From an optimization exercise on the open Yosys and OpenROAD flow, aimed at small area, a short achievable clock period and few clock cycles per item; shortcuts taken in it are not production practice.
No activity file was given, so power comes from the tool's default toggle rates.

== v44 ==
// axis_gain_wrapper
module axis_gain_wrapper #(
    parameter integer C_S_AXI_DATA_WIDTH = 32,
    parameter integer C_S_AXI_ADDR_WIDTH = 4,
    parameter integer AUDIO_WIDTH        = 16,
    parameter integer GAIN_FBITS         = 12
)(
    input  wire aclk,
    input  wire aresetn,
    input  wire [31:0] s_axis_tdata,
    input  wire        s_axis_tlast,
    input  wire        s_axis_tvalid,
    output wire        s_axis_tready,
    output wire [31:0] m_axis_tdata,
    output wire        m_axis_tlast,
    output wire        m_axis_tvalid,
    input  wire        m_axis_tready,
    input  wire [C_S_AXI_ADDR_WIDTH-1:0] s_axi_awaddr,
    input  wire                          s_axi_awvalid,
    output wire                          s_axi_awready,
    input  wire [C_S_AXI_DATA_WIDTH-1:0] s_axi_wdata,
    input  wire [3:0]                    s_axi_wstrb,
    input  wire                          s_axi_wvalid,
    output wire                          s_axi_wready,
    output wire [1:0]                    s_axi_bresp,
    output reg                           s_axi_bvalid,
    input  wire                          s_axi_bready,
    input  wire [C_S_AXI_ADDR_WIDTH-1:0] s_axi_araddr,
    input  wire                          s_axi_arvalid,
    output wire                          s_axi_arready,
    output reg  [C_S_AXI_DATA_WIDTH-1:0] s_axi_rdata,
    output wire [1:0]                    s_axi_rresp,
    output reg                           s_axi_rvalid,
    input  wire                          s_axi_rready
);
    reg [31:0] reg_control;
    reg [31:0] reg_gain_l;
    reg [31:0] reg_gain_r;
    reg        wack;       
    reg [1:0]  rsel;       
    assign s_axi_awready = wack;
    assign s_axi_wready  = wack;
    assign s_axi_bresp   = 2'b00;
    assign s_axi_rresp   = 2'b00;
    assign s_axi_arready = !s_axi_rvalid;
    wire wgo = s_axi_awvalid && s_axi_wvalid && !wack && !s_axi_bvalid && !s_axi_rvalid;
    wire [1:0] addr_w = s_axi_awaddr[3:2];
    wire [31:0] wd_ctl = s_axi_wdata & {32{aresetn}};
    wire [31:0] wd_gn  = {wd_ctl[31:13], s_axi_wdata[12] | !aresetn, wd_ctl[11:0]};
    wire we_ctl = (wgo && addr_w == 2'd0) || !aresetn;
    wire we_gl  = (wgo && addr_w == 2'd1) || !aresetn;
    wire we_gr  = (wgo && addr_w == 2'd2) || !aresetn;
    always @(posedge aclk) begin
        if (we_ctl) reg_control <= wd_ctl;
  ...
clock: 8.0 ns
lec_check: 0
abc_area: 1
cap_margin: 20
core_margin: 2
core_utilization: 40
cts_buf_list: sky130_fd_sc_hd__clkbuf_4 sky130_fd_sc_hd__clkbuf_8
setup_slack_margin: 4.3
slew_margin: 20
run.sh (not shown) runs the stock make flow with config.mk's settings and CLKGATE_MAP_FILE= SYNTH_SCRIPT=/design/flow/synth_recipe.tcl, a recipe that flattens the netlist after the stock synthesis.
## Diff of input files: v18 against v44
- CTS_BUF_LIST no longer set, was sky130_fd_sc_hd__clkbuf_4 sky130_fd_sc_hd__clkbuf_8
## What came out
- v18 and v44 ended up with roughly the same post-route setup TNS.
- Summary of the comparison: area added between synthesis and finish is higher in v18, relative to v44.
- In the reports for v44 and v18, the larger layout cell share with drive strength beyond 1 belongs to v44.
- Comparing v44 and v18, relative contribution of combinational cells to total power is lower on v18.
- Relative to v44, antenna diode count has decreased by 2 in v18.
- Die area came out exactly the same in v44 and v18.
- Compared with v44, in v18 via count decreased 201, global-route usage decreased 0.17 points, total power consumption of the routed design increased 3.8%.
For v19, these inputs were changed with respect to v18:
- an added CTS_BUF_LIST of sky130_fd_sc_hd__clkbuf_2 sky130_fd_sc_hd__clkbuf_4
Results
v19 reached the final stage; the timing, design-rule and antenna checks on its layout passed. Looking at end of the critical path, the s_axis_tready result is from v18; the s_axi_rdata[30] one comes from v19. First-iteration DRC count: v19 higher than v18. XOR/XNOR share of the synthesized area across v19 and v18: no real change. Compare v19 and v18 | number of standard cells in the layout, taps in and fillers out higher: v19. In v19 the number of antenna violations at the first check in global routing turned out 1 higher than in v18. v19: post-route minimum period is 62 ps higher than what v18 reported.
diff inputs: v19 => v25
- CTS_BUF_LIST now sky130_fd_sc_hd__clkbuf_4 sky130_fd_sc_hd__clkbuf_8, was sky130_fd_sc_hd__clkbuf_2 sky130_fd_sc_hd__clkbuf_4
==> flow/flow/run.sh (new file) <==
#!/bin/bash
set -euo pipefail
export BUFFER_PORTS_ARGS="-buffer_cell sky130_fd_sc_hd__buf_1"
bash standard.sh > standard_flow.log 2>&1
==> flow/standard.sh (new file) <==
#!/bin/bash
# synth_recipe.tcl (not shown) runs the flow's synth.tcl, then flattens the netlist and writes it again
# the make line also repeats each setting of config.mk as NAME=value (left out here)
make -C /OpenROAD-flow-scripts/flow DESIGN_CONFIG=/design/flow/config.mk WORK_HOME=/design/flow/orfs CLKGATE_MAP_FILE= SYNTH_SCRIPT=/design/flow/synth_recipe.tcl "${@:-finish}"
removed: flow/run.sh
Sort v19 and v25 by clock power, descending, and v25 comes first. | share of final-layout standard cells stronger than drive strength 1 | v25 vs v19 | 1.5 points lower |. v25 vs. v19: design area now sits lower; fraction of area in multi-input gates up 1.4 points; worst hold-check slack ~0 delta. v25 ends up with a layout overhead on the synthesized area that is 3.1 points lower than in v19. Cmp v19 and v25 / leakage power summed over all cells / lower: v25. Cmp v25 vs v19: maximum frequency higher in v25. v25: ratio of routed vias to standard cells is about 0.6% higher than what v19 reported. Arrival time of data at the critical path endpoint was higher in the run labelled v19.
Function was not checked in any run of this note: the RTL went through the layout flow alone.

[what the ideal ports hide]
The flow's constraints put no driver on any port. The routed layouts listed below were extracted and timed again, unchanged, in two steps.
Step 1 (the two cells are an assumption about what drives the block):
set clk [get_ports {aclk}]
set_driving_cell -lib_cell sky130_fd_sc_hd__clkbuf_16 $clk
set_driving_cell -lib_cell sky130_fd_sc_hd__buf_2 [delete_from_list [all_inputs] $clk]
Step 2, shift: input delay + t, output delay - t, t = (earliest + latest rising clock arrival at the registers) / 2. This alone moves slack from input paths to output paths.
Three values: ideal ports, drivers, drivers and shift; two values: the first two.
run | shift t [ns] | slack for setup (ns) | clock arrival spread, ns | slew at the worst register clock pin (ns) | worst slew at a driven data input, ns
v44 | 0.702 | 4.210 / 4.179 / 4.179 | 0.047 / 0.047 | 0.07 / 0.07 | 0.08
v18 | 0.617 | 4.201 / 4.170 / 4.170 | 0.013 / 0.013 | 0.06 / 0.06 | 0.07
v19 | 0.839 | 4.139 / 4.079 / 4.179 | 0.080 / 0.081 | 0.07 / 0.07 | 0.08
v25 | 0.709 | 4.209 / 4.176 / 3.876 | 0.046 / 0.046 | 0.07 / 0.07 | 0.09
After both steps every run listed still meets setup and hold. For v25, which loses most, drivers alone change the setup slack by -0.033 ns; drivers and shift together by -0.333 ns.
